Source: an optimization exercise on an open RTL-to-GDS flow (aim: small area). Production flows keep margins and buffers that such runs may drop. Only simulation tests tie the RTL to the original design; equivalence was not proved. Power is estimated from default activity; no workload was simulated.

==> flow/design.v <==
module MIPSProcessor (
    input    wire               clk, rst,
    output   wire    [31:0]     imem_addr,
    input    wire    [31:0]     imem_rdata,
    output   wire    [31:0]     dmem_addr,
    output   wire    [31:0]     dmem_wdata,
    output   wire               dmem_we,
    input    wire    [31:0]     dmem_rdata
);
reg  [4:0] phase;
reg        clr;         
reg  [1:0] pidx;        
wire       last;
wire p0  = (phase == 5'd0);
wire p2  = (phase == 5'd2);
wire p31 = (phase == 5'd31);
always @(posedge clk or negedge rst) begin
    if (!rst) begin
        phase <= 5'd0;
        clr   <= 1'b1;
        pidx  <= 2'd0;
    end else begin
        phase <= phase + 5'd1;
        if (p31) begin
            clr  <= 1'b0;
            pidx <= (clr | last) ? 2'd0 : pidx + 2'd1;
        end
    end
end
wire [31:0] I   = imem_rdata;
wire [5:0]  op  = I[31:26];
wire [5:0]  fn  = I[5:0];
wire [4:0]  rs  = I[25:21];
wire [4:0]  rt  = I[20:16];
wire [4:0]  rd  = I[15:11];
wire isR    = (op == 6'b000000);
wire isMul  = isR & (fn == 6'b011100);
wire isSlt  = isR & (fn == 6'b101010);
wire isSub  = isR & (fn == 6'b100010);
wire isAddi = (op == 6'b001000);
wire isLw   = (op == 6'b100011);
wire isSw   = (op == 6'b101011);
wire isBeq  = (op == 6'b000100);
wire isJ    = (op == 6'b000010);
reg  [31:2] pc;
reg  [31:0] addr;       
reg  [31:0] wd;         
reg         ncarry;     
reg         acarry;     
reg         eqf;        
reg  [10:0] mb;         
reg  [3:0]  mc;         
wire [31:0] f0;         
assign f0[0] = 1'b0;
wire        rsbit = f0[rs];
wire        rtbit = f0[rt];
wire        wr;
wire [4:0]  wa;
wire        wbit;
genvar r;
generate
    for (r = 1; r < 32; r = r + 1) begin : g_reg
        reg [31:0] q;
        wire sel = clr | (wr & (wa == r));
        always @(posedge clk)
            q <= {sel ? wbit : q[0], q[31:1]};
        assign f0[r] = q[0];
    end
endgenerate
wire        offmode = isJ | isBeq;
wire [4:0]  k       = offmode ? phase - 5'd2 : phase;
wire [31:0] I26     = {6'b0, I[25:0]};
wire        ibit    = I26[k];
wire        offbit  = (phase >= 5'd2) & (isJ ? ibit : ((k <= 5'd15) ? ibit : I[15]));
wire        immbit  = (phase <= 5'd15) ? ibit : I[15];
wire [31:0] pcv    = {pc, 2'b00};
wire        usepc  = ~clr & ~isJ;
wire        offen  = ~clr & (isJ | (isBeq & (pidx == 2'd1)));
wire        na     = usepc & pcv[phase];
wire        nb     = offen & offbit;
wire        ncin   = (p2 & usepc) | (~p0 & ncarry);
wire        nsum   = na ^ nb ^ ncin;
wire        useimm = isAddi | isLw | isSw;
wire        binv   = isSub | isSlt;
wire        aa     = rsbit;
wire        bb     = (useimm ? immbit : rtbit) ^ binv;
wire        acin   = p0 ? binv : acarry;
wire        asum   = aa ^ bb ^ acin;
wire        eqc    = (p0 | eqf) & ~(rsbit ^ rtbit);
wire [10:0] effb, tap;
genvar m;
generate
    for (m = 0; m < 11; m = m + 1) begin : g_mul
        wire [5:0] s = 6'd11 * pidx + m;
        assign effb[m] = (phase == s) ? rtbit : mb[m];
        if (m == 0)
            assign tap[m] = (pidx == 2'd0) ? rsbit : (pidx == 2'd1) ? wd[21] : wd[10];
        else
            assign tap[m] = (pidx == 2'd0) ? wd[32-m] : (pidx == 2'd1) ? wd[21-m] : wd[10-m];
    end
endgenerate
wire [10:0] pp   = effb & tap;
wire        macc = (pidx != 2'd0) & addr[0];
wire [4:0]  mtot = macc + pp[0] + pp[1] + pp[2] + pp[3] + pp[4] + pp[5] + pp[6]
                 + pp[7] + pp[8] + pp[9] + pp[10] + (p0 ? 4'd0 : mc);
wire        msum = mtot[0];
assign last = isMul ? (pidx == 2'd2) :
              (isSlt | isLw | isSw) ? (pidx == 2'd1) :
              isBeq ? ((pidx == 2'd1) | ~eqc) :
              1'b1;
wire isAdd = isR & ~isMul & ~isSlt;
assign wr  = (pidx == 2'd0) & (isAdd | isAddi)
           | (pidx == 2'd1) & (isSlt | isLw)
           | (pidx == 2'd2) & isMul;
assign wa  = isR ? rd : rt;
assign wbit = clr   ? 1'b0 :
              isLw  ? (p0 ? dmem_rdata[0] : wd[0]) :
              isSlt ? (p0 & ~acarry) :
              isMul ? msum :
              asum;
wire ain = clr ? 1'b0 :
           (isMul & (pidx != 2'd2)) ? msum :
           ((isLw | isSw) & (pidx == 2'd0)) ? asum :
           nsum;
wire win = isMul ? ((pidx == 2'd0) ? rsbit : wd[0]) : rtbit;
wire lwload = isLw & (pidx == 2'd1) & p0;
always @(posedge clk) begin
    addr   <= {ain, addr[31:1]};
    wd[31] <= win;
    wd[30:0] <= lwload ? dmem_rdata[31:1] : wd[31:1];
    ncarry <= (na & nb) | (na & ncin) | (nb & ncin);
    acarry <= (aa & bb) | (aa & acin) | (bb & acin);
    eqf    <= eqc;
    mb     <= p31 ? 11'd0 : effb;
    mc     <= mtot[4:1];
    if (p31 & (clr | last))
        pc <= {ain, addr[31:3]};
end
assign imem_addr  = {pc, 2'b00};
assign dmem_addr  = addr;
assign dmem_wdata = wd;
assign dmem_we    = isSw & (pidx == 2'd1) & p0 & ~clr;
endmodule
==> flow/run.sh <==
#!/bin/bash
# synth_recipe.tcl (not shown) runs the flow's synth.tcl, then flattens the netlist and writes it again
# the make line also repeats each setting of config.mk as NAME=value (left out here)
make -C /OpenROAD-flow-scripts/flow DESIGN_CONFIG=/design/flow/config.mk WORK_HOME=/design/flow/orfs CLKGATE_MAP_FILE= SYNTH_SCRIPT=/design/flow/synth_recipe.tcl finish
==> flow/config.mk <==
export PLATFORM = sky130hd
export DESIGN_NAME = MIPSProcessor
export DESIGN_NICKNAME = MIPSProcessor
export VERILOG_FILES = /design/flow/design.v
export SDC_FILE = /design/flow/constraint.sdc
export NUM_CORES = 4
export LEC_CHECK = 0
export CAP_MARGIN = 20
export CORE_MARGIN = 2
export CORE_UTILIZATION = 40
export SLEW_MARGIN = 20
==> flow/constraint.sdc <==
create_clock -name core_clock -period 12.0 [get_ports {clk}]
set_input_delay 2.4000 -clock core_clock [delete_from_list [all_inputs] [get_ports {clk}]]
set_output_delay 2.4000 -clock core_clock [all_outputs]
set_load 0.01 [all_outputs]
==> run summary, run 1 <==
Sw Ratio=~20%; Ys Warns=1; P_sw=about 1.4 mW; GR peak layer=met1; crit share post-route=72.4%; worst min path class=flip-flop to flip-flop; initial antenna violation count=4; worst reg2reg startpoint=pidx[0]; Final Hold Viols=0; multi-input logic area=~0.0042 sq mm; Post-Layout Cell Count=2890; first-pass GRT wire length=between 70000 and 80000 um; # rows=95; minimum clock period=8.69 ns; Reg power frac=52.7%; Post-CTS Setup Inserts=0; Comb power frac=under 10%; CP endpoint kind=flip-flop; Initial Util=40.4%; Cells after Synth=1707; clk slew on worst S/H paths=0.06 ns; outcome=finished clean; H-tree Lvls=3; Area Overhead vs Synth=22.5%; largest net degree at the start of global routing=32; Most used DFF post-synth=dfxtp_1; share of cells above drive strength 1=between 10 and 15%; final wirelength=about 46000 um; chip width=264 um; nature of the critical path startpoint=input pin; DP Cell Count=2705; post-synth cell types=68; First-pass DRT Iterations=5; IO Port Bufs=160; max frequency=0.115 GHz; Iter 0 DRT Violations=694; FF/Latch Area=0.0226 sq mm; M2 GR Usage=18.8%; Layout Nets=2032; # setup viols final=0; power density cells=between 200 and 250 mW/mm^2; Seq/Total Area, Yosys=between 80% and 90%; CP arrival=9.22 ns; MaxCap Viol Count=0; register bit total from synthesis=1112; Internal=roughly 5.6 mW; GRT Total Usage=between 10% and 20%; core area=~0.067 sq mm; GRT overflow=0; ys async rst share=0.719%; synthesized area per cell=around 16 sq um; hold wc startpoint=g_reg[30].q[21]; leakage=roughly 13 nW; vias in the first global route=around 13000; Final ANT Viol Nets=0; max-slew violations=0; Worst Path Required=12.53 ns; WL per Instance=roughly 16 um; number of synthesized flops with an enable pin=30; CP Launch Point=imem_rdata[17]; Fin Clk Skew=approximately 0.055 ns; Post-CTS Resized=0; # fillers=5625; DP HPWL=between 30000 and 40000 um; DRC viols=0; RSZ-0062 raised after global routing=false; root buf cell=clkbuf_16; Slew @ Worst Pin=1.10 ns; die area=roughly 0.070 sq mm; Placer Congestion=around 0.84; Worst slew margin=26.8%; clk latency of the worst-skew pair=0.66 ns; GRT met3 Usage=around 4.1%; Vias=12600; Vias per Instance=4.35; Cell Area, Synth=0.0271 sq mm; CTS sink cnt=1112; met1 usage=19.2%; number of CTS-inserted buffers=100; Post-Route Setup TNS=0 ns; Max clock buf depth=3; Vert. Die Dim=264 um; Ports=163; maximum VDD drop=between 0.1 and 0.15 mV; Crit Path Max Fanout=31; share of total power in the clock network=45.9%; hold_buf cts=0; WS Path Type=input pin to flip-flop; CTS tree=built
metal layers:
layer,routed length [um],vias up
li1,-,6118
met1,22700,6063
met2,19400,294
met3,2790,104
met4,1310,6
met5,37,-
critical path, cell delays in order:
cell	delay (ns)
clkdlybuf4s50_1	0.84
mux4_2	0.58
mux2_2	0.28
a311o_1	0.58
mux2_2	0.37
nand2_1	0.08
fa_1	0.45
fa_1	0.52
fa_1	0.56
inv_1	0.06
fa_1	0.50
fa_1	0.59
nand3_1	0.07
o21ai_1	0.11
a211oi_1	0.09
a311o_2	0.64
o41ai_1	0.47
cells in the final DEF, fill, tap and decap left out, types with 8 or more instances in the layout:
master              n
clkbuf_8           16
inv_1              27
fa_1               10
clkbuf_1           20
nor4_1              8
and2_1             14
xnor2_1            17
nand3_1            16
nor2b_1             9
mux2i_1            60
dfxtp_1          1074
nor3_1             15
nor2_1             47
clkdlybuf4s50_1   160
clkinv_2           13
mux4_2             23
mux2_2             32
nand2b_1           15
mux2_1             13
clkbuf_16         102
ha_1               21
o21ai_0            14
xor2_1              8
a21oi_1            21
bufinv_16           9
edfxtp_1           30
nand2_1            89
worst paths after layout:
path | to | slack, ns | depth (start not counted)
setup / recovery | g_reg[27].q[31] | 3.31 | 17
hold / removal | g_reg[30].q[20] | 0.29 | 0
setup reg to reg | g_reg[27].q[31] | 5.26 | 18
hold reg to reg | g_reg[30].q[20] | 0.29 | 0
max in group asynchronous | clr | 9.55 | 1
min in group asynchronous | phase[3] | 2.09 | 1
power groups by stage:
| stage | clock network, mW | logic (mW) | registers (mW) |
|---|---|---|---|
| CTS | 3.33 | 0.0973 | 3.72 |
| global placement | 0 | 0.0954 | 3.81 |
| floorplan | 0 | 0.0409 | 3.81 |
| global route | 3.49 | 0.104 | 3.72 |
| finish | 3.24 | 0.0973 | 3.72 |
| detailed placement | 0 | 0.0969 | 3.81 |
Yosys cell counts (16+ instances only):
cell type,number,area share (%)
nor3_1,16,0.30
nand2_1,89,1.2
dfxtp_1,1074,79
inv_1,27,0.37
ha_1,22,1.0
edfxtp_1,30,3.3
clkbuf_1,24,0.33
mux2i_1,60,2.2
nor2_1,47,0.65
mux2_2,32,1.3
xnor2_1,17,0.55
mux4_2,23,1.9
nand3_1,16,0.30
a21oi_1,21,0.39
per-stage QoR:
step | utilization (%) | power, mW | setup slack (ns) | hold slack (ns) | cell area [sq um]
floorplan | - | 3.85 | 4.00 | 0.310 | 27100
global placement | 44.2 | 3.90 | 2.51 | 0.310 | 29600
detailed placement | 44.2 | 3.90 | 2.73 | 0.312 | 29600
CTS | 49.4 | 7.15 | 3.32 | 0.293 | 33100
global route | 49.4 | 7.32 | 2.98 | 0.294 | 33100
finish | 49.4 | 7.07 | 3.31 | 0.292 | 33100
kinds of logic (layout without fill, tap and decap cells):
group	after synthesis	count (layout)	share of synthesized area (%)
flops	1112	1112	83.5
mux	128	128	6.01
xor+xnor	25	25	0.809
simple gates	247	247	4.48
buf+inv	69	376	1.03
other cells	1	4	0.0139
compound gates	93	93	2.39
fa+ha+maj	32	32	1.76
flip-flops by register name, indices dropped and copies added, names as in the netlist:
signal	flops
acarry	1
addr	32
clr	1
eqf	1
g.q	992
mb	11
mc	4
ncarry	1
pc	30
phase	5
pidx	2
wd	32
area by class of cell:
class                           count  area share (%)
Inverter                           28           0.317
Sequential cell                  1112            68.2
Tap cell                          873            3.30
Clock buffer                      138            8.59
Multi-Input combinational cell    527            12.7
Antenna cell                        2          0.0151
Clock inverter                     45            1.98
Timing Repair Buffer              165            4.95
==> run 2: changes to the inputs <==
--- a/flow/config.mk
+++ b/flow/config.mk
@@ -8,4 +8,5 @@
 export CAP_MARGIN = 20
 export CORE_MARGIN = 2
 export CORE_UTILIZATION = 40
+export CTS_BUF_LIST = sky130_fd_sc_hd__clkbuf_4
 export SLEW_MARGIN = 20
==> run 2 against run 1 <==
Setup slack improved by 0.32 ns. Via count is 7.9% higher. Total power shrank 4.6%. Critical path depth unchanged. Critical path type unchanged. Highest routed layer unchanged. First-iteration DRC count decreased by 13%. Sequential cell count unchanged. Global-route usage increased by 0.61 points. Sequential power about the same. Critical endpoint unchanged. Cell area is 0.58% lower. Largest power group unchanged. Largest cell class unchanged.
==> run summary, run 2 <==
Layout Nets=2212 (+8.9%); Cells after Synth=1707 (unchanged); # setup viols final=0 (unchanged); number of CTS-inserted buffers=280 (+180%); Post-CTS Setup Inserts=0 (unchanged); largest cells by area after synthesis=dfxtp_1, edfxtp_1, mux2i_1, mux4_2, mux2_2; CTS sink cnt=1112 (unchanged); CP Launch Point=imem_rdata[17]; First-pass DRT Iterations=5 (unchanged); worst setup slack after layout=3.63 ns (+0.322 ns); Initial Util=40.4% (unchanged); clk slew on worst S/H paths=0.07 ns (about the same); Slew @ Worst Pin=1.11 ns (+0.0103 ns); Fin Clk Skew=0.0979 ns (+0.0431 ns); Seq/Total Area, Yosys=83.5% (unchanged); hold_buf cts=0 (unchanged); Design Area, Final=0.0330 sq mm (-0.58%); Iter 0 DRT Violations=603 (-13%); clk latency of the worst-skew pair=1.03 ns (+0.37 ns); Worst Path Required=12.85 ns (+0.32 ns); top post-synthesis cells by count=dfxtp_1, nand2_1, mux2i_1; Crit Path Max Fanout=31 (unchanged); GRT Total Usage=14.0% (+0.61 points); share of cells above drive strength 1=21.5% (+9.5 points); Vias per Instance=4.29 (-1.4%); most common cell after layout, fill and taps aside=dfxtp_1; number of synthesized flops with an enable pin=30 (unchanged); Post-Route Setup TNS=0 ns (unchanged); Worst slew margin=26.1% (-0.69 points); post-synth cell types=68 (unchanged); worst reg2reg startpoint=pidx[0]; WL per Instance=15.0 um (-6.3%); leakage=13.4 nW (+2.3%); Vias=13600 (+7.9%); CP arrival=9.22 ns (about the same); max frequency=0.119 GHz (+3.8%); DRC viols=0 (unchanged); Area after DPL=0.0296 sq mm (unchanged); DP HPWL=30200 um (unchanged); H-tree Lvls=5 (+2); crit share post-route=69.8% (-2.7 points); vias in the first global route=14300 (+12%); first-pass GRT wire length=75400 um (+4.4%); register bit total from synthesis=1112 (unchanged); final wirelength=47400 um (+2.6%); maximum VDD drop=0.114 mV (-22%); Vert. Die Dim=264 um (unchanged); CP endpoint kind=flip-flop; Post-CTS Resized=0 (unchanged); initial antenna violation count=7 (+3); Most flops, register=g.q; Final ANT Viol Nets=0 (unchanged); Yosys top cell area share=79.4% (unchanged); WS Path Type=input pin to flip-flop; Cell Area, Synth=0.0271 sq mm (unchanged); minimum clock period=8.37 ns (-0.322 ns); core area=0.0670 sq mm (unchanged); Final Hold Viols=0 (unchanged); hold wc startpoint=g_reg[14].q[20]; CTS tree=built; GRT overflow=0 (unchanged); chip width=264 um (unchanged); Ys Warns=1 (unchanged); ys async rst share=0.719% (unchanged); Ports=163 (unchanged); Placer Congestion=0.836 (unchanged); Most used DFF post-synth=dfxtp_1; biggest regs=g.q (992), addr (32), wd (32); max reg flops=992 (unchanged); IO Port Bufs=160 (unchanged); root buf cell=clkbuf_4; power density cells=205 mW/mm^2 (-4.0%); # rows=95 (unchanged); worst min path class=flip-flop to flip-flop; synthesized area per cell=15.9 sq um (unchanged); nature of the critical path startpoint=input pin; Max clock buf depth=4 (+1); most frequent cells in the layout=dfxtp_1, clkbuf_4, clkdlybuf4s50_1, nand2_1, mux2i_1; largest net degree at the start of global routing=32 (unchanged); outcome=finished clean; Area Overhead vs Synth=21.8%; Place WS=2.73 ns (unchanged); dominant cell type by area after synthesis=dfxtp_1; RSZ-0062 raised after global routing=false; die area=0.0698 sq mm (unchanged); count leader, synth=dfxtp_1; max-slew violations=0 (unchanged); MaxCap Viol Count=0 (unchanged)
[run 2: cell counts after synthesis]
No cell type changed its count.
[run 2: critical path, stage by stage]
cell and delay (ns):
clkdlybuf4s50_1 0.85, mux4_2 0.58, mux2_2 0.28, a311o_1 0.58, mux2_2 0.37, nand2_1 0.08
fa_1 0.45, fa_1 0.52, fa_1 0.56, inv_1 0.06, fa_1 0.50, fa_1 0.59
nand3_1 0.07, o21ai_1 0.11, a211oi_1 0.08, a311o_2 0.64, o41ai_1 0.47
[run 2: kinds of logic after synthesis]
group	after synthesis	share of synthesized area, %
multiplexers	128	6.01
AND/OR/NAND/NOR	247	4.48
XOR/XNOR	25	0.809
other	1	0.0139
AO/OA/AOI/OAI	93	2.39
adder cells (fa/ha/maj)	32	1.76
flip-flops	1112	83.5
buffers and inverters	69	1.03
[run 2: per-layer routing]
metal	part of all wire [%]	track usage, %
met1	48	18.5
met3	6.4	5.78
met4	2.7	7.74
met5	0.089	0
met2	43	19.3
[run 2: per-stage QoR]
step / cells / total power [mW] / util (%) / hold slack (ns)
floorplan: 1708 / 3.85 / - / 0.310
global placement: 2705 / 3.90 / 44.2 / 0.310
detailed placement: 2705 / 3.90 / 44.2 / 0.312
CTS: 3157 / 6.87 / 49.1 / 0.252
global route: 3162 / 7.09 / 49.2 / 0.271
finish: 3163 / 6.74 / 49.2 / 0.276
[run 2: area by class of cell]
| type | instances | area, sq um |
|---|---|---|
| Fill cell | 5800 | 34100 |
| Sequential cell | 1112 | 22600 |
| Multi-Input combinational cell | 527 | 4200 |
| Clock buffer | 397 | 2980 |
| Timing Repair Buffer | 165 | 1640 |
| Tap cell | 873 | 1090 |
| Clock inverter | 55 | 320 |
| Inverter | 28 | 105 |
| Antenna cell | 6 | 15.0 |
[run 2: power by group]
group | switching (mW) | total, mW | internal (mW)
Clock | 1.32 | 2.92 | 1.60
Combinational | 0.0495 | 0.0973 | 0.0478
Sequential | 0.00737 | 3.72 | 3.72
[run 2: final timing paths]
kind / cells past startpoint / slack (ns) / to
max in group asynchronous: 1 / 9.88 / clr
setup reg to reg: 18 / 5.26 / g_reg[27].q[31]
min in group asynchronous: 1 / 1.76 / phase[4]
hold reg to reg: 0 / 0.28 / g_reg[14].q[19]
hold / removal: 0 / 0.28 / g_reg[14].q[19]
setup / recovery: 17 / 3.63 / g_reg[27].q[31]
==> run 3: changes to the inputs <==
--- a/flow/config.mk
+++ b/flow/config.mk
@@ -8,5 +8,5 @@
 export CAP_MARGIN = 20
 export CORE_MARGIN = 2
 export CORE_UTILIZATION = 40
-export CTS_BUF_LIST = sky130_fd_sc_hd__clkbuf_4
+export CTS_BUF_LIST = sky130_fd_sc_hd__clkbuf_2 sky130_fd_sc_hd__clkbuf_4 sky130_fd_sc_hd__clkbuf_8
 export SLEW_MARGIN = 20
==> run 3 against run 2 <==
Core utilization up 0.40 points. Critical path type unchanged. Highest routed layer unchanged. Synthesized cell count unchanged. Still clean on timing, DRC and antenna. Area after synthesis stayed put. Cell area rose by 0.82%. Count of clock-buffer cells in the layout shrank 137. Cell count fell by 5.2%. Combinational power about the same.
==> run summary, run 3 <==
outcome=finished clean; DRC viols=0 (unchanged); Slew @ Worst Pin=1.10 ns (-0.00441 ns); Final Hold Viols=0 (unchanged); CP Launch Point=imem_rdata[17]; post-synth cell types=68 (unchanged); Place WS=2.73 ns (unchanged); Sw Ratio=20.4% (about the same); Area Overhead vs Synth=22.7%; # rows=95 (unchanged); Util after Layout=49.6% (+0.40 points); DP HPWL=30200 um (unchanged); die area=0.0698 sq mm (unchanged); dominant cell type by area after synthesis=dfxtp_1; Iter 0 DRT Violations=637 (+5.6%); number of synthesized flops with an enable pin=30 (unchanged); Design Area, Final=0.0332 sq mm (+0.82%); Vias per Instance=4.32 (+0.68%); first-pass GRT wire length=73500 um (-2.6%); reg2reg end=g_reg[27].q[31]; count leader, synth=dfxtp_1; CTS tree=built; Post-Route Setup TNS=0 ns (unchanged); GRT Total Usage=13.7% (-0.26 points); Final Total Pwr=6.97 mW (+3.4%); WS Path Type=input pin to flip-flop; Final ANT Viol Nets=0 (unchanged); Layout Nets=2094 (-5.3%); Hold Slack=0.283 ns (+0.00764 ns); Initial Util=40.4% (unchanged); worst min path class=flip-flop to flip-flop; synthesized area per cell=15.9 sq um (unchanged); Max clock buf depth=3 (-1); Most flops, register=g.q; Ys Warns=1 (unchanged); # setup viols final=0 (unchanged); share of cells above drive strength 1=17.5% (-4.0 points); Post-Layout Cell Count=2999 (-5.2%); number of CTS-inserted buffers=162 (-42%); Fin Clk Skew=0.0432 ns (-0.0547 ns); Most used DFF post-synth=dfxtp_1; WHS Path Cells=0 (unchanged); power density cells=210 mW/mm^2 (+2.6%); Post-CTS Resized=0 (unchanged); First-pass DRT Iterations=5 (unchanged); nature of the critical path startpoint=input pin; Vias=13000 (-4.5%); Reg power frac=53.5% (-1.7 points); minimum clock period=8.49 ns (+0.121 ns); WL per Instance=15.6 um (+3.9%); initial antenna violation count=5 (-2); reg2reg path depth=18 (unchanged); max-slew violations=0 (unchanged); Area after DPL=0.0296 sq mm (unchanged); Cell Area, Synth=0.0271 sq mm (unchanged); Placer Congestion=0.836 (unchanged); Vert. Die Dim=264 um (unchanged); leakage=13.3 nW (-0.70%); Crit Path Max Fanout=31 (unchanged); core area=0.0670 sq mm (unchanged); top post-synthesis cells by count=dfxtp_1, nand2_1, mux2i_1; Worst slew margin=26.4% (+0.29 points); clk latency of the worst-skew pair=0.80 ns (-0.23 ns); max frequency=0.118 GHz (-1.4%); Worst Setup EP=g_reg[27].q[31]; hold_buf cts=0 (unchanged); MaxCap Viol Count=0 (unchanged); biggest regs=g.q (992), addr (32), wd (32); most common cell after layout, fill and taps aside=dfxtp_1; largest cells by area after synthesis=dfxtp_1, edfxtp_1, mux2i_1, mux4_2, mux2_2; Yosys top cell area share=79.4% (unchanged); worst setup slack after layout=3.51 ns (-0.122 ns); IO Port Bufs=160 (unchanged); Post-CTS Setup Inserts=0 (unchanged); P_sw=1.42 mW (+3.3%); maximum VDD drop=0.0961 mV (-16%); largest net degree at the start of global routing=32 (unchanged); ys async rst share=0.719% (unchanged); Worst Path Required=12.69 ns (-0.16 ns); most frequent cells in the layout=dfxtp_1, clkbuf_8, clkdlybuf4s50_1, nand2_1, clkbuf_4; Internal=5.55 mW (+3.4%); GRT overflow=0 (unchanged); CP arrival=9.19 ns (-0.03 ns); worst reg2reg startpoint=pidx[0]; Ports=163 (unchanged); final wirelength=46700 um (-1.5%); crit share post-route=70.8% (+1.0 points); chip width=264 um (unchanged); Worst R2R Setup Slack=5.30 ns (+0.04 ns); share of total power in the clock network=45.1% (+1.8 points); CTS sink cnt=1112 (unchanged); vias in the first global route=13300 (-7.0%); RSZ-0062 raised after global routing=false; max reg flops=992 (unchanged); Seq/Total Area, Yosys=83.5% (unchanged); Cells after Synth=1707 (unchanged); root buf cell=clkbuf_8; register bit total from synthesis=1112 (unchanged); CP endpoint kind=flip-flop; DP Cell Count=2705 (unchanged); H-tree Lvls=4 (-1); clk slew on worst S/H paths=0.06 ns (about the same); Comb power frac=1.4% (about the same)
[run 3: changes by cell type in the layout (fill, tap and decap cells not counted), moves of 5 or more]
cell      before  now
clkbuf_4     397   62
clkbuf_8       0  198
clkinv_1      40    1
diode_2        6    1
[run 3: per-layer routing]
| layer | wire length [um] | vias up | global-route usage [%] |
|---|---|---|---|
| met5 | 40 | - | 0 |
| met4 | 1280 | 6 | 6.48 |
| met3 | 3310 | 116 | 5.56 |
| met2 | 19600 | 331 | 19.0 |
| met1 | 22500 | 6239 | 18.6 |
| li1 | - | 6275 | - |
[run 3: worst max-delay path: stages]
cell and delay [ns]:
clkdlybuf4s50_1 0.84, mux4_2 0.58, mux2_2 0.28, a311o_1 0.58, mux2_2 0.38, nand2_1 0.08, fa_1 0.45, fa_1 0.52
fa_1 0.56, inv_1 0.06, fa_1 0.50, fa_1 0.59, nand3_1 0.07, o21ai_1 0.11, a211oi_1 0.09, a311o_2 0.64
o41ai_1 0.44
[run 3: cell type report]
type                       instances  area (sq um)
tap                              873          1090
clock inverter                    33           393
timing repair buffer             165          1640
fill                            5650         33800
sequential                      1112         22600
inverter                          28           105
clock buffer                     260          3190
multi-input combinational        527          4200
antenna                            1          2.50
[run 3: how the worst min path moves through the flow]
stage                               from             end  slack (ns)
after CTS                 g_reg[22].q[3]  g_reg[22].q[2]        0.28
after floorplan           g_reg[10].q[1]  g_reg[10].q[0]        0.31
final                     g_reg[29].q[4]  g_reg[29].q[3]        0.28
after global placement    g_reg[28].q[6]  g_reg[28].q[5]        0.31
after detailed placement  g_reg[18].q[4]  g_reg[18].q[3]        0.31
after global routing      g_reg[29].q[4]  g_reg[29].q[3]        0.30
[run 3: power by group through the flow]
stage / clock network, mW / logic, mW / registers, mW
final: 3.15 / 0.0973 / 3.73
after CTS: 3.26 / 0.0972 / 3.73
after floorplan: 0 / 0.0409 / 3.81
after global placement: 0 / 0.0954 / 3.81
after global routing: 3.43 / 0.104 / 3.72
after detailed placement: 0 / 0.0969 / 3.81
[run 3: logic make-up (layout without fill, tap and decap cells)]
logic type,Yosys count,in the layout,synth area share (%)
multiplexers,128,128,6.01
buffers and inverters,69,486,1.03
adder cells (fa/ha/maj),32,32,1.76
other,1,3,0.0139
AND/OR/NAND/NOR,247,247,4.48
flip-flops,1112,1112,83.5
XOR/XNOR,25,25,0.809
AO/OA/AOI/OAI,93,93,2.39
==> run 4: changes to the inputs <==
==> flow/config.mk (replaced) <==
export PLATFORM = sky130hd
export DESIGN_NAME = MIPSProcessor
export DESIGN_NICKNAME = MIPSProcessor
export VERILOG_FILES = /design/flow/design.v
export SDC_FILE = /design/flow/constraint.sdc
export NUM_CORES = 4
export LEC_CHECK = 0
export ABC_AREA = 1
export CAP_MARGIN = 20
export CORE_MARGIN = 2
export CORE_UTILIZATION = 40
export CTS_CLUSTER_DIAMETER = 80
export CTS_CLUSTER_SIZE = 25
export SLEW_MARGIN = 20
==> run 4 against run 3 <==
Global-route usage decreased by 0.35 points. Core utilization decreased by 3.1 points. Combinational power increased by 100%. Cell count increased by 1.0%. Critical path depth increased by 10. Maximum frequency increased by 5.7%. Via count increased by 1.6%. Count of clock-buffer cells in the layout decreased by 201. Area after synthesis increased by 0.61%.
==> run summary, run 4 <==
# setup viols final=0 (unchanged); Ys Warns=1 (unchanged); ys async rst share=0.719% (unchanged); CP arrival=8.59 ns (-0.60 ns); Iter 0 DRT Violations=814 (+28%); IO Port Bufs=160 (unchanged); worst setup slack after layout=3.97 ns (+0.459 ns); GRT overflow=0 (unchanged); worst min path class=flip-flop to flip-flop; Seq/Total Area, Yosys=83.0% (-0.51 points); Crit Path Max Fanout=18 (-42%); die area=0.0702 sq mm (+0.60%); GRT Total Usage=13.4% (-0.35 points); Area Overhead vs Synth=14.8%; power density cells=187 mW/mm^2 (-11%); chip width=265 um (+0.30%); hold_buf cts=0 (unchanged); number of synthesized flops with an enable pin=30 (unchanged); count leader, synth=dfxtp_1; Diodes inserted=0 (-1); dominant cell type by area after synthesis=dfxtp_1; Max clock buf depth=3 (unchanged); max-slew violations=0 (unchanged); Post-Route Setup TNS=0 ns (unchanged); initial antenna violation count=2 (-3); most common cell after layout, fill and taps aside=dfxtp_1; Sw Ratio=20.4% (-0.040 points); Final Hold Viols=0 (unchanged); First-pass DRT Iterations=5 (unchanged); max reg flops=992 (unchanged); Post-CTS Setup Inserts=0 (unchanged); Fin Clk Skew=0.0277 ns (-0.0155 ns); Cells after Synth=1965 (+15%); Place WS=3.30 ns (+0.572 ns); top post-synthesis cells by count=dfxtp_1, nand2_1, inv_1, nand3_1, nor2_1; biggest regs=g.q (992), addr (32), wd (32); nature of the critical path startpoint=input pin; post-synth cell types=53 (-22%); Ports=163 (unchanged); Yosys top cell area share=79.0% (-0.48 points); synthesized area per cell=13.9 sq um (-13%); Placer Congestion=0.803 (-4.0%); largest cells by area after synthesis=dfxtp_1, edfxtp_1, nand2_1, nand3_1, inv_1; minimum clock period=8.03 ns (-0.459 ns); MaxCap Viol Count=0 (unchanged); reg2reg path depth=22 (+4); DRC viols=0 (unchanged); DP HPWL=32100 um (+6.2%); CTS sink cnt=1112 (unchanged); final wirelength=47300 um (+1.3%); Post-CTS Resized=0 (unchanged); clk latency of the worst-skew pair=0.62 ns (-0.18 ns); RSZ-0062 raised after global routing=false; share of total power in the clock network=32.7% (-12 points); P_sw=1.19 mW (-16%); leakage=12.7 nW (-5.1%); crit share post-route=66.9% (-3.8 points); CTS tree=built; max frequency=0.124 GHz (+5.7%); Layout Nets=2241 (+7.0%); Most used DFF post-synth=dfxtp_1; # rows=95 (unchanged); Internal=4.66 mW (-16%); root buf cell=clkbuf_16; Most flops, register=g.q; most frequent cells in the layout=dfxtp_1, nand2_1, clkdlybuf4s50_1, inv_1, nand3_1; Vias per Instance=4.35 (+0.53%); Worst Path Required=12.56 ns (-0.13 ns); maximum VDD drop=0.0991 mV (+3.2%); clk slew on worst S/H paths=0.09 ns (+0.03 ns); largest net degree at the start of global routing=42 (+31%); first-pass GRT wire length=72800 um (-0.87%); Cell Area, Synth=0.0272 sq mm (+0.61%); H-tree Lvls=2 (-2); vias in the first global route=12700 (-4.7%); Design Area, Final=0.0313 sq mm (-5.9%); WHS Path Cells=0 (unchanged); Initial Util=40.5% (+0.10 points); share of cells above drive strength 1=6.63% (-11 points); outcome=finished clean; Slew @ Worst Pin=0.817 ns (-0.287 ns); Worst slew margin=45.0% (+19 points); Final ANT Viol Nets=0 (unchanged); Comb power frac=3.3% (+1.9 points); CP endpoint kind=flip-flop; WL per Instance=15.6 um (+0.27%); register bit total from synthesis=1112 (unchanged); Vert. Die Dim=265 um (+0.30%); Area after DPL=0.0297 sq mm (+0.37%); number of CTS-inserted buffers=53 (-67%); Vias=13200 (+1.6%); core area=0.0673 sq mm (+0.35%); Reg power frac=63.9% (+10 points); WS Path Type=input pin to flip-flop
-- run 4: through the flow --
| stage | utilization [%] | hold slack (ns) | power (mW) | cells |
|---|---|---|---|---|
| 3_5_place_dp | 44.2 | 0.312 | 4.02 | 2961 |
| 5_1_grt | 46.5 | 0.323 | 6.08 | 3030 |
| 4_1_cts | 46.5 | 0.314 | 5.93 | 3030 |
| 2_1_floorplan | - | 0.310 | 3.93 | 1966 |
| 6_report | 46.5 | 0.317 | 5.85 | 3030 |
| 3_3_place_gp | 44.2 | 0.310 | 4.02 | 2961 |
-- run 4: worst max-delay path, stage by stage --
cell,delay (ns)
clkdlybuf4s50_1,0.74
inv_1,0.52
nand2_1,0.11
nand3_1,0.09
nand3_1,0.08
nand2_1,0.09
nand2_1,0.07
nand2_1,0.06
nand2_1,0.05
nand2_1,0.11
nand2_1,0.08
o21ai_0,0.10
nand2_1,0.10
fa_1,0.52
fa_1,0.53
fa_1,0.55
inv_1,0.06
fa_1,0.50
fa_1,0.63
o211ai_1,0.11
nand2_1,0.07
nand2_1,0.07
nor2_4,0.40
inv_2,0.23
a21oi_1,0.16
a31oi_1,0.06
inv_1,0.08
-- run 4: power by group through the flow --
stage	combinational [mW]	sequential, mW	clock (mW)
after global routing	0.218	3.74	2.12
after detailed placement	0.196	3.83	0
final	0.196	3.74	1.91
after CTS	0.198	3.74	1.99
after floorplan	0.109	3.83	0
after global placement	0.194	3.83	0
-- run 4: per-layer routing --
layer  GRT usage [%]  wire length [um]  vias up
li1                -                 -     6567
met1            20.3             24200     6294
met2            19.4             19900      226
met3            2.34              2110       81
met4            4.06              1100        2
met5               0                 9        -
-- run 4: path summary, 6_finish.rpt --
check	start	endpoint	slack, ns
max	imem_rdata[21]	g_reg[1].q[31]	3.97
min	g_reg[25].q[1]	g_reg[25].q[0]	0.32
max reg2reg	pidx[0]	g_reg[1].q[31]	5.11
min reg2reg	g_reg[25].q[1]	g_reg[25].q[0]	0.32
max in group asynchronous	rst	clr	9.57
min in group asynchronous	rst	phase[0]	2.08
-- run 4: logic make-up after synthesis --
| group | Yosys count | share of synthesized area, % |
|---|---|---|
| flip-flops | 1112 | 83.0 |
| AND/OR/NAND/NOR | 460 | 7.54 |
| buffers and inverters | 166 | 2.54 |
| AO/OA/AOI/OAI | 139 | 3.08 |
| multiplexers | 40 | 1.60 |
| adder cells (fa/ha/maj) | 32 | 1.75 |
| XOR/XNOR | 15 | 0.482 |
| other | 1 | 0.0138 |
-- run 4: cell type report --
cell class | count | area [sq um]
flip-flops and latches | 1112 | 22600
clock buffers | 59 | 1390
fillers | 5977 | 36000
well taps | 873 | 1090
clock inverters | 10 | 116
multi-input cells | 688 | 3940
repair buffers | 164 | 1630
inverters | 124 | 473
==> run 5: changes to the inputs <==
--- a/flow/config.mk
+++ b/flow/config.mk
@@ -5,7 +5,6 @@
 export SDC_FILE = /design/flow/constraint.sdc
 export NUM_CORES = 4
 export LEC_CHECK = 0
-export ABC_AREA = 1
 export CAP_MARGIN = 20
 export CORE_MARGIN = 2
 export CORE_UTILIZATION = 40
==> run 5 against run 4 <==
Combinational power down about 50%. Maximum frequency fell by 6.7%. Core utilization is 0.056 points higher. Register-to-register slack improved by 0.18 ns. Clock skew rose by 0.044 ns. Area after synthesis shrank 0.61%. Routed wire length shrank 5.5%. Still clean.
==> run summary, run 5 <==
outcome=finished clean; Max clock buf depth=3 (unchanged); Slew @ Worst Pin=1.13 ns (+0.315 ns); Cells after Synth=1707 (-13%); DRC viols=0 (unchanged); CTS sink cnt=1112 (unchanged); GRT Total Usage=12.8% (-0.53 points); power density cells=185 mW/mm^2 (-1.3%); vias in the first global route=12200 (-4.2%); ys async rst share=0.719% (unchanged); leakage=12.2 nW (-3.7%); clk slew on worst S/H paths=0.09 ns (about the same); Post-CTS Setup Inserts=0 (unchanged); CTS tree=built; DP HPWL=30200 um (-5.8%); core area=0.0670 sq mm (-0.35%); reg2reg end=g_reg[27].q[31]; Area Overhead vs Synth=15.2%; reg2reg path depth=18 (-18%); # setup viols final=0 (unchanged); hold_buf cts=0 (unchanged); Yosys top cell area share=79.4% (+0.48 points); IO Port Bufs=160 (unchanged); top post-synthesis cells by count=dfxtp_1, nand2_1, mux2i_1; Ys Warns=1 (unchanged); Post-Layout Cell Count=2774 (-8.4%); most common cell after layout, fill and taps aside=dfxtp_1; Util after Layout=46.5% (+0.056 points); Seq/Total Area, Yosys=83.5% (+0.51 points); Final Hold Viols=0 (unchanged); Worst R2R Setup Slack=5.29 ns (+0.18 ns); largest cells by area after synthesis=dfxtp_1, edfxtp_1, mux2i_1, mux4_2, mux2_2; biggest regs=g.q (992), addr (32), wd (32); Crit Path Max Fanout=31 (+13); register bit total from synthesis=1112 (unchanged); H-tree Lvls=2 (unchanged); worst reg2reg startpoint=pidx[0]; max reg flops=992 (unchanged); max-slew violations=0 (unchanged); Post-CTS Resized=0 (unchanged); DP Cell Count=2705 (-8.6%); hold wc startpoint=g_reg[20].q[1]; Most used DFF post-synth=dfxtp_1; Post-Route Setup TNS=0 ns (unchanged); Layout Nets=1985 (-11%); worst min path class=flip-flop to flip-flop; Worst slew margin=24.5% (-20 points); Worst Path Required=12.56 ns (about the same); clk latency of the worst-skew pair=0.67 ns (+0.05 ns); die area=0.0698 sq mm (-0.60%); MaxCap Viol Count=0 (unchanged); Placer Congestion=0.836 (+4.1%); CP arrival=9.17 ns (+0.58 ns); Cell Area, Synth=0.0271 sq mm (-0.61%); minimum clock period=8.61 ns (+0.576 ns); number of CTS-inserted buffers=53 (unchanged); Fin Clk Skew=0.0714 ns (+0.0437 ns); max frequency=0.116 GHz (-6.7%); Vias=12200 (-7.7%); WHS Path Cells=0 (unchanged); Vert. Die Dim=264 um (-0.30%); nature of the critical path startpoint=input pin; count leader, synth=dfxtp_1; CP endpoint kind=flip-flop; # rows=95 (unchanged); initial antenna violation count=2 (unchanged); post-synth cell types=68 (+28%); final wirelength=44700 um (-5.5%); WS Path Type=input pin to flip-flop; chip width=264 um (-0.30%); RSZ-0062 raised after global routing=false; most frequent cells in the layout=dfxtp_1, clkdlybuf4s50_1, nand2_1, mux2i_1, clkbuf_16; synthesized area per cell=15.9 sq um (+14%); WL per Instance=16.1 um (+3.2%); GRT overflow=0 (unchanged); Most flops, register=g.q; maximum VDD drop=0.116 mV (+17%); root buf cell=clkbuf_16; Iter 0 DRT Violations=657 (-19%); WHS Endpoint=g_reg[20].q[0]; number of synthesized flops with an enable pin=30 (unchanged); Ports=163 (unchanged); crit share post-route=71.7% (+4.8 points); Vias per Instance=4.38 (+0.87%); Final ANT Viol Nets=0 (unchanged); First-pass DRT Iterations=5 (unchanged); share of cells above drive strength 1=7.58% (+0.95 points); Initial Util=40.4% (-0.10 points); dominant cell type by area after synthesis=dfxtp_1; largest net degree at the start of global routing=32 (-24%); first-pass GRT wire length=69600 um (-4.4%)
[run 5: routing by layer]
layer / GRT usage [%] / share of wire [%]
met1: 18.9 / 50
met2: 18.3 / 41
met3: 3.25 / 5.8
met4: 4.62 / 2.9
met5: 0 / 0.051
[run 5: worst max-delay path: stages]
cell	delay (ns)
clkdlybuf4s50_1	0.84
mux4_2	0.58
mux2_2	0.28
a311o_1	0.58
mux2_2	0.37
nand2_1	0.08
fa_1	0.45
fa_1	0.52
fa_1	0.56
inv_1	0.06
fa_1	0.50
fa_1	0.59
nand3_1	0.07
o21ai_1	0.11
a211oi_1	0.09
a311o_2	0.64
o41ai_1	0.44
[run 5: kinds of logic (layout without fill, tap and decap cells)]
| group | Yosys count | count (layout) | synth area share (%) |
|---|---|---|---|
| buf+inv | 69 | 261 | 1.03 |
| mux | 128 | 128 | 6.01 |
| compound gates | 93 | 93 | 2.39 |
| simple gates | 247 | 247 | 4.48 |
| fa+ha+maj | 32 | 32 | 1.76 |
| flops | 1112 | 1112 | 83.5 |
| xor+xnor | 25 | 25 | 0.809 |
| other cells | 1 | 3 | 0.0139 |
[run 5: how the worst max path moves through the flow]
stage / start / endpoint / cells past startpoint
floorplan: imem_rdata[16] / g_reg[15].q[31] / 20
global placement: imem_rdata[17] / g_reg[27].q[31] / 17
detailed placement: imem_rdata[17] / g_reg[27].q[31] / 17
CTS: imem_rdata[17] / g_reg[27].q[31] / 17
global route: imem_rdata[17] / g_reg[27].q[31] / 17
finish: imem_rdata[17] / g_reg[27].q[31] / 17
[run 5: area by class of cell]
type | instances | area, sq um
Fill cell | 5800 | 35900
Tap cell | 873 | 1090
Inverter | 28 | 105
Clock inverter | 11 | 188
Sequential cell | 1112 | 22600
Timing Repair Buffer | 165 | 1640
Multi-Input combinational cell | 527 | 4200
Antenna cell | 1 | 2.50
Clock buffer | 57 | 1350
[run 5: report_power, final]
group	total, mW	internal, mW	switching [mW]
registers	3.72	3.71	0.00732
logic	0.0971	0.0478	0.0493
clock network	1.94	0.833	1.10
[run 5: per-stage QoR]
stage / cell area [sq um] / worst slack (ns) / hold WS, ns / total power [mW]
after floorplan: 27100 / 4.00 / 0.310 / 3.85
after global placement: 29600 / 2.51 / 0.310 / 3.90
after detailed placement: 29600 / 2.73 / 0.312 / 3.90
after CTS: 31200 / 3.40 / 0.274 / 5.83
after global routing: 31200 / 3.02 / 0.290 / 5.98
final: 31200 / 3.39 / 0.276 / 5.76
==> run 6: changes to the inputs <==
==> flow/flow/run.sh (new file) <==
#!/bin/bash
# Standard ORFS layout (standard.sh), with two changes:
#  - port buffers use the smallest buffer cell instead of the resizer's pick
#  - clock tree: larger sink clusters and no dummy loads
set -e
cp standard.sh standard_sh.log
export BUFFER_PORTS_ARGS="-buffer_cell sky130_fd_sc_hd__buf_1"
export CTS_ARGS="-sink_clustering_enable -repair_clock_nets -dont_use_dummy_load -sink_clustering_size 25 -sink_clustering_max_diameter 80"
bash standard.sh > standard.log 2>&1
==> flow/standard.sh (new file) <==
#!/bin/bash
# synth_recipe.tcl (not shown) runs the flow's synth.tcl, then flattens the netlist and writes it again
# the make line also repeats each setting of config.mk as NAME=value (left out here)
make -C /OpenROAD-flow-scripts/flow DESIGN_CONFIG=/design/flow/config.mk WORK_HOME=/design/flow/orfs CLKGATE_MAP_FILE= SYNTH_SCRIPT=/design/flow/synth_recipe.tcl "${@:-finish}"
--- a/flow/config.mk
+++ b/flow/config.mk
@@ -8,6 +8,4 @@
 export CAP_MARGIN = 20
 export CORE_MARGIN = 2
 export CORE_UTILIZATION = 40
-export CTS_CLUSTER_DIAMETER = 80
-export CTS_CLUSTER_SIZE = 25
 export SLEW_MARGIN = 20
removed: flow/run.sh
==> run 6 against run 5 <==
Setup slack gained 0.29 ns. Count of clock-buffer cells in the layout shrank 3. Critical endpoint unchanged. Die area is the same. Register-to-register slack gained 0.07 ns. Via count shrank 0.70%. Critical path type unchanged. Still clean on timing, DRC and antenna.
==> run summary, run 6 <==
Placer Congestion=0.859 (+2.7%); hold_buf cts=0 (unchanged); maximum VDD drop=0.116 mV (-0.30%); MaxCap Viol Count=0 (unchanged); H-tree Lvls=2 (unchanged); share of total power in the clock network=32.4% (-1.3 points); crit share post-route=69.3% (-2.4 points); GR peak layer=met2; dominant cell type by area after synthesis=dfxtp_1; largest family of logic cells by synthesized area=multiplexers; Vias per Instance=4.37 (-0.30%); Compound-Gate Fraction of Synth Area=2.39% (unchanged); Post-CTS Resized=0 (unchanged); number of synthesized flops with an enable pin=30 (unchanged); largest net degree at the start of global routing=32 (unchanged); CP endpoint kind=flip-flop; CTS sink cnt=1112 (unchanged); worst min path class=flip-flop to flip-flop; Internal=4.54 mW (-1.2%); core area=0.0670 sq mm (unchanged); max-slew violations=0 (unchanged); Iter 0 DRT Violations=786 (+20%); chip width=264 um (unchanged); max reg flops=992 (unchanged); Cells after Synth=1707 (unchanged); Ports=163 (unchanged); most common cell after layout, fill and taps aside=dfxtp_1; IO Port Bufs=160 (unchanged); GRT Total Usage=12.6% (-0.20 points); Fin Clk Skew=0.0762 ns (+0.00485 ns); initial antenna violation count=8 (+6); Post-Route Setup TNS=0 ns (unchanged); Sw Ratio=19.2% (-1.0 points); GRT overflow=0 (unchanged); synthesized area per cell=15.9 sq um (unchanged); count leader, synth=dfxtp_1; Final Hold Viols=0 (unchanged); Ys Warns=1 (unchanged); Design Area, Final=0.0300 sq mm (-3.8%); M2 GR Usage=18.3% (+0.043 points); Comb power frac=1.3% (-0.4 points); Crit-path slowest cell=mux4_2; worst stage delay on the critical path=0.60 ns (-0.24 ns); Final ANT Viol Nets=0 (unchanged); post-synthesis simple-gate area fraction=4.48% (unchanged); DRC viols=0 (unchanged); clk slew on worst S/H paths=0.09 ns (about the same); clk latency of the worst-skew pair=0.65 ns (-0.02 ns); largest cells by area after synthesis=dfxtp_1, edfxtp_1, mux2i_1, mux4_2, mux2_2; Vias=12100 (-0.70%); crit-path most repeated cell=fa_1; register bit total from synthesis=1112 (unchanged); Worst Path Required=12.49 ns (-0.07 ns); # rows=95 (unchanged); # setup viols final=0 (unchanged); Slew @ Worst Pin=1.13 ns (-0.00431 ns); outcome=finished clean; Area Overhead vs Synth=10.9%; final wirelength=44400 um (-0.74%); WS Path Type=input pin to flip-flop; nature of the critical path startpoint=input pin; power density cells=187 mW/mm^2 (+1.4%); Initial Util=40.4% (unchanged); die area=0.0698 sq mm (unchanged); Most used DFF post-synth=dfxtp_1; RSZ-0062 raised after global routing=false; Area after DPL=0.0286 sq mm (-3.3%); first-pass GRT wire length=68400 um (-1.8%); biggest regs=g.q (992), addr (32), wd (32); XOR/XNOR Fraction of Synth Area=0.809% (unchanged); P_sw=1.08 mW (-7.3%); ys async rst share=0.719% (unchanged); First-pass DRT Iterations=5 (unchanged); Seq/Total Area, Yosys=83.5% (unchanged); Crit Path Max Fanout=31 (unchanged); number of CTS-inserted buffers=54 (+1.9%); Cell Area, Synth=0.0271 sq mm (unchanged); root buf cell=clkbuf_16; WL per Instance=16.1 um (-0.34%); # fillers=5981 (+3.1%); Yosys top cell area share=79.4% (unchanged); Layout Nets=1988 (+0.15%); Cell Chain, Critical Path=buf_1 > mux4_2 > mux2_2 > a311o_1 > mux2_2 > nand2_1 > fa_1 > fa_1 > fa_1 > inv_1 > fa_1 > fa_1 > nand3_1 > o21ai_1 > a211oi_1 > a311o_1 > buf_4 > o41ai_1; Worst slew margin=24.8% (+0.29 points); leakage=11.7 nW (-4.1%); CTS tree=built; DP HPWL=30200 um (about the same); mux contribution to synthesized area=6.00% (unchanged); met1 usage=18.3% (-0.61 points); Vert. Die Dim=264 um (unchanged); max frequency=0.120 GHz (+3.5%); top post-synthesis cells by count=dfxtp_1, nand2_1, mux2i_1; adder-cell share of the synthesized area=1.76% (unchanged); share of cells above drive strength 1=7.04% (-0.53 points); Post-CTS Setup Inserts=0 (unchanged); Reg power frac=66.3% (+1.7 points); Most flops, register=g.q; post-synth cell types=68 (unchanged); minimum clock period=8.32 ns (-0.288 ns); most frequent cells in the layout=dfxtp_1, buf_1, nand2_1, mux2i_1, clkbuf_16; Max clock buf depth=3 (unchanged); vias in the first global route=11900 (-2.3%); GRT met3 Usage=3.71% (+0.46 points); CP arrival=8.81 ns (-0.36 ns)
-- run 6: critical path, delay by kind of cell --
| family | cells | cell delay (ns) |
|---|---|---|
| fa+ha+maj | 5 | 2.63 |
| compound gates | 5 | 1.52 |
| mux | 3 | 1.25 |
| simple gates | 2 | 0.16 |
| buf+inv | 3 | 0.83 |
-- run 6: final timing paths --
check                               start              end  slack, ns  cells past startpoint
setup / recovery           imem_rdata[17]  g_reg[27].q[31]       3.68                     18
hold / removal              g_reg[6].q[7]    g_reg[6].q[6]       0.26                      0
setup reg to reg                  pidx[0]  g_reg[27].q[31]       5.36                     19
hold reg to reg             g_reg[6].q[7]    g_reg[6].q[6]       0.26                      0
max in group asynchronous             rst         phase[0]       9.84                      1
min in group asynchronous             rst         phase[1]       1.77                      1
-- run 6: routing by layer --
metal / vias to the layer above / share of wire (%)
met2: 233 / 42
li1: 5936 / -
met4: 8 / 2.2
met3: 79 / 6.2
met5: - / 0.12
met1: 5821 / 50
-- run 6: cell families after synthesis --
group | Yosys count
adders and majority gates | 32
xor gates and xnor gates | 25
other | 1
and+or+nand+nor | 247
AOI/OAI and AO/OA | 93
buffers and inverters | 69
DFF | 1112
muxes | 128
-- run 6: final cells by class --
type | count | area, sq um | area share (%)
inverters | 28 | 105 | 0.350
repair buffers | 167 | 653 | 2.18
diodes | 2 | 5.00 | 0.0167
multi-input cells | 527 | 4190 | 14.0
flip-flops and latches | 1112 | 22600 | 75.3
clock buffers | 54 | 1350 | 4.50
well taps | 873 | 1090 | 3.64
-- run 6: power groups by stage --
stage / sequential (mW) / clock, mW / combinational (mW)
3_5_place_dp: 3.81 / 0 / 0.0740
4_1_cts: 3.72 / 1.89 / 0.0741
3_3_place_gp: 3.81 / 0 / 0.0730
5_1_grt: 3.72 / 2.02 / 0.0808
2_1_floorplan: 3.81 / 0 / 0.0409
6_report: 3.72 / 1.82 / 0.0741
-- run 6: metrics by stage --
stage               utilization (%)  cells  power [mW]  worst slack [ns]  hold slack (ns)
global placement               42.7   2707        3.88              3.24            0.310
CTS                            44.7   2761        5.69              3.73            0.257
detailed placement             42.7   2707        3.88              3.10            0.312
finish                         44.8   2763        5.62              3.68            0.264
global route                   44.8   2762        5.82              3.37            0.255
floorplan                         -   1708        3.85              4.00            0.310
==> run 7: changes to the inputs <==
--- a/flow/design.v
+++ b/flow/design.v
@@ -12,7 +12,6 @@
 reg  [1:0] pidx;        
 wire       last;
 wire p0  = (phase == 5'd0);
-wire p2  = (phase == 5'd2);
 wire p31 = (phase == 5'd31);
 always @(posedge clk or negedge rst) begin
     if (!rst) begin
@@ -67,18 +66,16 @@
         assign f0[r] = q[0];
     end
 endgenerate
-wire        offmode = isJ | isBeq;
-wire [4:0]  k       = offmode ? phase - 5'd2 : phase;
 wire [31:0] I26     = {6'b0, I[25:0]};
-wire        ibit    = I26[k];
-wire        offbit  = (phase >= 5'd2) & (isJ ? ibit : ((k <= 5'd15) ? ibit : I[15]));
+wire        ibit    = I26[phase];
 wire        immbit  = (phase <= 5'd15) ? ibit : I[15];
-wire [31:0] pcv    = {pc, 2'b00};
+wire        offbit  = isJ ? ibit : immbit;
+wire [31:0] pcs    = {2'b00, pc};
 wire        usepc  = ~clr & ~isJ;
 wire        offen  = ~clr & (isJ | (isBeq & (pidx == 2'd1)));
-wire        na     = usepc & pcv[phase];
+wire        na     = usepc & pcs[phase];
 wire        nb     = offen & offbit;
-wire        ncin   = (p2 & usepc) | (~p0 & ncarry);
+wire        ncin   = p0 ? usepc : ncarry;
 wire        nsum   = na ^ nb ^ ncin;
 wire        useimm = isAddi | isLw | isSw;
 wire        binv   = isSub | isSlt;
@@ -101,9 +98,21 @@
 endgenerate
 wire [10:0] pp   = effb & tap;
 wire        macc = (pidx != 2'd0) & addr[0];
-wire [4:0]  mtot = macc + pp[0] + pp[1] + pp[2] + pp[3] + pp[4] + pp[5] + pp[6]
-                 + pp[7] + pp[8] + pp[9] + pp[10] + (p0 ? 4'd0 : mc);
-wire        msum = mtot[0];
+wire [3:0]  mci = p0 ? 4'd0 : mc;
+wire [1:0]  fa_a = macc  + pp[0] + pp[1];
+wire [1:0]  fa_b = pp[2] + pp[3] + pp[4];
+wire [1:0]  fa_c = pp[5] + pp[6] + pp[7];
+wire [1:0]  fa_d = pp[8] + pp[9] + pp[10];
+wire [1:0]  fa_e = fa_a[0] + fa_b[0] + fa_c[0];
+wire [1:0]  fa_f = fa_d[0] + mci[0] + fa_e[0];
+wire [1:0]  fa_g = fa_a[1] + fa_b[1] + fa_c[1];
+wire [1:0]  fa_h = fa_d[1] + fa_e[1] + fa_f[1];
+wire [1:0]  fa_i = fa_g[0] + fa_h[0] + mci[1];
+wire [1:0]  fa_j = fa_g[1] + fa_h[1] + fa_i[1];
+wire [1:0]  fa_k = fa_j[0] + mci[2];
+wire [1:0]  fa_l = fa_j[1] + fa_k[1] + mci[3];
+wire        msum = fa_f[0];
+wire [4:0]  mtot = {fa_l, fa_k[0], fa_i[0], fa_f[0]};
 assign last = isMul ? (pidx == 2'd2) :
               (isSlt | isLw | isSw) ? (pidx == 2'd1) :
               isBeq ? ((pidx == 2'd1) | ~eqc) :
@@ -114,7 +123,7 @@
            | (pidx == 2'd2) & isMul;
 assign wa  = isR ? rd : rt;
 assign wbit = clr   ? 1'b0 :
-              isLw  ? (p0 ? dmem_rdata[0] : wd[0]) :
+              isLw  ? (wd[0] | (p0 & dmem_rdata[0])) :
               isSlt ? (p0 & ~acarry) :
               isMul ? msum :
               asum;
@@ -122,19 +131,19 @@
            (isMul & (pidx != 2'd2)) ? msum :
            ((isLw | isSw) & (pidx == 2'd0)) ? asum :
            nsum;
-wire win = isMul ? ((pidx == 2'd0) ? rsbit : wd[0]) : rtbit;
+wire win = isMul ? ((pidx == 2'd0) ? rsbit : wd[0]) : (rtbit & ~isLw);
 wire lwload = isLw & (pidx == 2'd1) & p0;
 always @(posedge clk) begin
     addr   <= {ain, addr[31:1]};
     wd[31] <= win;
-    wd[30:0] <= lwload ? dmem_rdata[31:1] : wd[31:1];
+    wd[30:0] <= wd[31:1] | ({31{lwload}} & dmem_rdata[31:1]);
     ncarry <= (na & nb) | (na & ncin) | (nb & ncin);
     acarry <= (aa & bb) | (aa & acin) | (bb & acin);
     eqf    <= eqc;
     mb     <= p31 ? 11'd0 : effb;
     mc     <= mtot[4:1];
     if (p31 & (clr | last))
-        pc <= {ain, addr[31:3]};
+        pc <= addr[30:1];
 end
 assign imem_addr  = {pc, 2'b00};
 assign dmem_addr  = addr;
==> run 7 against run 6 <==
Routed wire length decreased by 9.4%. Die area fell by 1.6%. Critical endpoint is now mc[2]. Global-route usage is 1.1 points lower. Area after synthesis decreased by 1.7%. Largest power group unchanged. Register-to-register slack improved by 0.23 ns. Cell count shrank 3.9%. Non-clock buffer count decreased by 3.
==> run summary, run 7 <==
leakage=11.5 nW (-1.7%); share of total power in the clock network=31.5% (-0.9 points); worst setup slack after layout=3.84 ns (+0.165 ns); largest cells by area after synthesis=dfxtp_1, edfxtp_1, mux4_2, mux2i_1, fa_1; worst min path class=flip-flop to flip-flop; Ports=163 (unchanged); power density cells=193 mW/mm^2 (+3.0%); Most used DFF post-synth=dfxtp_1; Place WS=3.22 ns (+0.112 ns); mux contribution to synthesized area=4.19% (-1.8 points); count leader, synth=dfxtp_1; most frequent cells in the layout=dfxtp_1, buf_1, clkbuf_16, nor2b_1, nand2_1; post-synth cell types=70 (+2.9%); register bit total from synthesis=1112 (unchanged); Layout Nets=1882 (-5.3%); worst reg2reg startpoint=pidx[0]; final wirelength=40200 um (-9.4%); H-tree Lvls=2 (unchanged); die area=0.0686 sq mm (-1.6%); GRT Total Usage=11.6% (-1.1 points); # setup viols final=0 (unchanged); clk slew on worst S/H paths=0.09 ns (about the same); worst stage delay on the critical path=0.77 ns (+0.17 ns); number of CTS-inserted buffers=52 (-3.7%); vias in the first global route=11200 (-6.1%); Cell Chain, Critical Path=buf_1 > mux4_2 > nor4b_1 > or3_1 > nor3_2 > mux2_2 > o211ai_1 > fa_1 > fa_1 > inv_1 > fa_1 > inv_1 > fa_1 > fa_1 > fa_1 > inv_1 > ha_1 > inv_1 > fa_1 > inv_1; XOR/XNOR Fraction of Synth Area=0.592% (-0.22 points); biggest regs=g.q (992), addr (32), wd (32); WL per Instance=15.2 um (-5.6%); Crit Path Max Fanout=14 (-55%); Util after Layout=44.7% (-0.073 points); adder-cell share of the synthesized area=1.59% (-0.17 points); CP Launch Point=imem_rdata[16]; Worst Path Required=12.46 ns (-0.03 ns); core area=0.0659 sq mm (-1.8%); Final Hold Viols=0 (unchanged); Worst R2R Setup Slack=5.59 ns (+0.23 ns); Vias per Instance=4.30 (-1.7%); outcome=finished clean; first-pass GRT wire length=61700 um (-9.7%); Comb power frac=2.3% (+1.0 points); Seq/Total Area, Yosys=84.9% (+1.4 points); Cell Area, Synth=0.0266 sq mm (-1.7%); initial antenna violation count=7 (-1); max-slew violations=0 (unchanged); P_sw=1.11 mW (+3.2%); hold_buf cts=0 (unchanged); nature of the critical path startpoint=input pin; Placer Congestion=0.841 (-2.1%); Sw Ratio=19.6% (+0.42 points); Internal=4.56 mW (+0.48%); minimum clock period=8.16 ns (-0.165 ns); Post-CTS Resized=0 (unchanged); Cells after Synth=1617 (-5.3%); # rows=94 (-1.1%); Reg power frac=66.2% (about the same); post-synthesis simple-gate area fraction=3.94% (-0.54 points); IO Port Bufs=160 (unchanged); crit-path most repeated cell=fa_1; Worst slew margin=31.7% (+6.9 points); share of cells above drive strength 1=6.32% (-0.72 points); hold wc startpoint=g_reg[26].q[22]; ys async rst share=0.719% (unchanged); Most flops, register=g.q; crit share post-route=68.0% (-1.4 points); CTS sink cnt=1112 (unchanged); Post-Route Setup TNS=0 ns (unchanged); GRT overflow=0 (unchanged); DRC viols=0 (unchanged); DP Cell Count=2600 (-4.0%); root buf cell=clkbuf_16; Crit-path slowest cell=nor3_2; RSZ-0062 raised after global routing=false; Max clock buf depth=3 (unchanged); CTS tree=built; DP HPWL=26400 um (-13%); Area Overhead vs Synth=10.6%; Ys Warns=1 (unchanged); dominant cell type by area after synthesis=dfxtp_1; Vias=11400 (-5.5%); CP arrival=8.62 ns (-0.19 ns); largest family of logic cells by synthesized area=multiplexers; largest net degree at the start of global routing=40 (+25%); Vert. Die Dim=262 um (-0.83%); Compound-Gate Fraction of Synth Area=3.58% (+1.2 points); most common cell after layout, fill and taps aside=dfxtp_1; Iter 0 DRT Violations=593 (-25%); number of synthesized flops with an enable pin=30 (unchanged); max reg flops=992 (unchanged); clk latency of the worst-skew pair=0.62 ns (-0.03 ns); Post-Layout Cell Count=2654 (-3.9%); CP endpoint kind=flip-flop; synthesized area per cell=16.5 sq um (+3.8%); Final ANT Viol Nets=0 (unchanged); top post-synthesis cells by count=dfxtp_1, nor2b_1, nand2_1; maximum VDD drop=0.111 mV (-4.4%); WS Path Type=input pin to flip-flop; Initial Util=40.4% (about the same); MaxCap Viol Count=0 (unchanged); # fillers=5760 (-3.7%); Fin Clk Skew=0.0693 ns (-0.00695 ns); First-pass DRT Iterations=4 (-1); Post-CTS Setup Inserts=0 (unchanged); chip width=262 um (-0.83%); Yosys top cell area share=80.8% (+1.4 points); max frequency=0.123 GHz (+2.0%); Slew @ Worst Pin=1.02 ns (-0.109 ns)
==> run 7: cell types whose count changed after synthesis, moves of 11 or more <==
cell     previous run  this run
nor2b_1             9        41
a21oi_1            21        10
mux2_2             32        14
mux2_1             13         0
mux2i_1            60        29
and2_1             14         1
o31ai_1             0        25
a21o_1              3        32
nand2_1            89        37
nor2_1             47        27
nor3_1             16         4
o21ai_0            14        28
==> run 7: area by class of cell <==
| type | instances | area [sq um] | area share (%) |
|---|---|---|---|
| diodes | 2 | 5.00 | 0.0170 |
| clock buffers | 52 | 1300 | 4.42 |
| inverters | 23 | 86.3 | 0.293 |
| multi-input cells | 437 | 3720 | 12.6 |
| flip-flops and latches | 1112 | 22600 | 76.8 |
| well taps | 864 | 1080 | 3.67 |
| repair buffers | 164 | 631 | 2.14 |
==> run 7: critical path, delay by kind of cell <==
family | cells | cell delay (ns)
multiplexers | 2 | 0.66
buffers and inverters | 6 | 0.82
adder cells (fa/ha/maj) | 8 | 3.40
AND/OR/NAND/NOR | 3 | 1.22
AO/OA/AOI/OAI | 1 | 0.13
==> run 7: routing by layer <==
| metal | up-vias | GRT usage (%) | wire [um] |
|---|---|---|---|
| met2 | 230 | 17.9 | 17400 |
| met1 | 5444 | 15.8 | 19300 |
| met5 | - | 0 | 79 |
| li1 | 5620 | - | - |
| met4 | 12 | 4.55 | 1320 |
| met3 | 103 | 2.70 | 2100 |
==> run 7: power groups by stage <==
| stage | Clock (mW) | Combinational (mW) | Sequential [mW] |
|---|---|---|---|
| 2_1_floorplan | 0 | 0.0824 | 3.84 |
| 3_3_place_gp | 0 | 0.132 | 3.84 |
| 3_5_place_dp | 0 | 0.134 | 3.84 |
| 4_1_cts | 1.86 | 0.135 | 3.76 |
| 5_1_grt | 1.98 | 0.152 | 3.76 |
| 6_report | 1.79 | 0.133 | 3.75 |
==> run 7: cells by family after synthesis <==
group,after synthesis
compound gates,134
xor+xnor,18
fa+ha+maj,26
buf+inv,69
flops,1112
mux,72
other cells,1
simple gates,185
==> run 7: worst paths after layout <==
path,end,cells past startpoint
setup / recovery,mc[2],20
hold / removal,g_reg[26].q[21],0
setup reg to reg,mc[2],21
hold reg to reg,g_reg[26].q[21],0
max in group asynchronous,clr,1
min in group asynchronous,phase[2],1
==> run 7: metrics by stage <==
step / hold slack, ns / area (sq um) / total power [mW]
floorplan: 0.310 / 26600 / 3.92
global placement: 0.310 / 28100 / 3.97
detailed placement: 0.312 / 28100 / 3.98
CTS: 0.283 / 29400 / 5.75
global route: 0.282 / 29400 / 5.89
finish: 0.278 / 29400 / 5.67

## what the ideal ports hide
Ports are ideal in the flow. The routed layouts listed here were re-timed in OpenROAD.
Step 1, drivers: a clkbuf_16 drives clk and a buf_2 each remaining input, both assumed.
Step 2 adds t to the input delays and takes it off the output delays; t is the mean of the earliest and latest rising clock arrival at the registers after step 1. Input paths then give back, and output paths get back, about the clock's delay inside the block.
Three values: no drivers, after step 1, after step 2; two values: the first two.
| run | shift t [ns] | setup slack, ns | hold WS [ns] | worst data-port slew with drivers (ns) |
|---|---|---|---|---|
| run 1 | 0.693 | 3.307 / 3.289 / 2.597 | 0.292 / 0.292 / 0.292 | 0.12 |
| run 2 | 1.026 | 3.629 / 3.608 / 2.583 | 0.276 / 0.276 / 0.276 | 0.12 |
| run 3 | 0.826 | 3.508 / 3.486 / 2.660 | 0.283 / 0.283 / 0.283 | 0.14 |
| run 4 | 0.669 | 3.967 / 3.948 / 3.278 | 0.317 / 0.317 / 0.317 | 0.11 |
| run 5 | 0.693 | 3.391 / 3.374 / 2.681 | 0.276 / 0.276 / 0.276 | 0.12 |
| run 6 | 0.651 | 3.679 / 3.657 / 3.005 | 0.264 / 0.264 / 0.264 | 0.13 |
| run 7 | 0.643 | 3.843 / 3.756 / 3.113 | 0.278 / 0.278 / 0.278 | 0.14 |
After both steps every run listed still meets setup and hold. For run 2, which loses most, drivers alone change the setup slack by -0.021 ns; drivers and shift together by -1.046 ns.
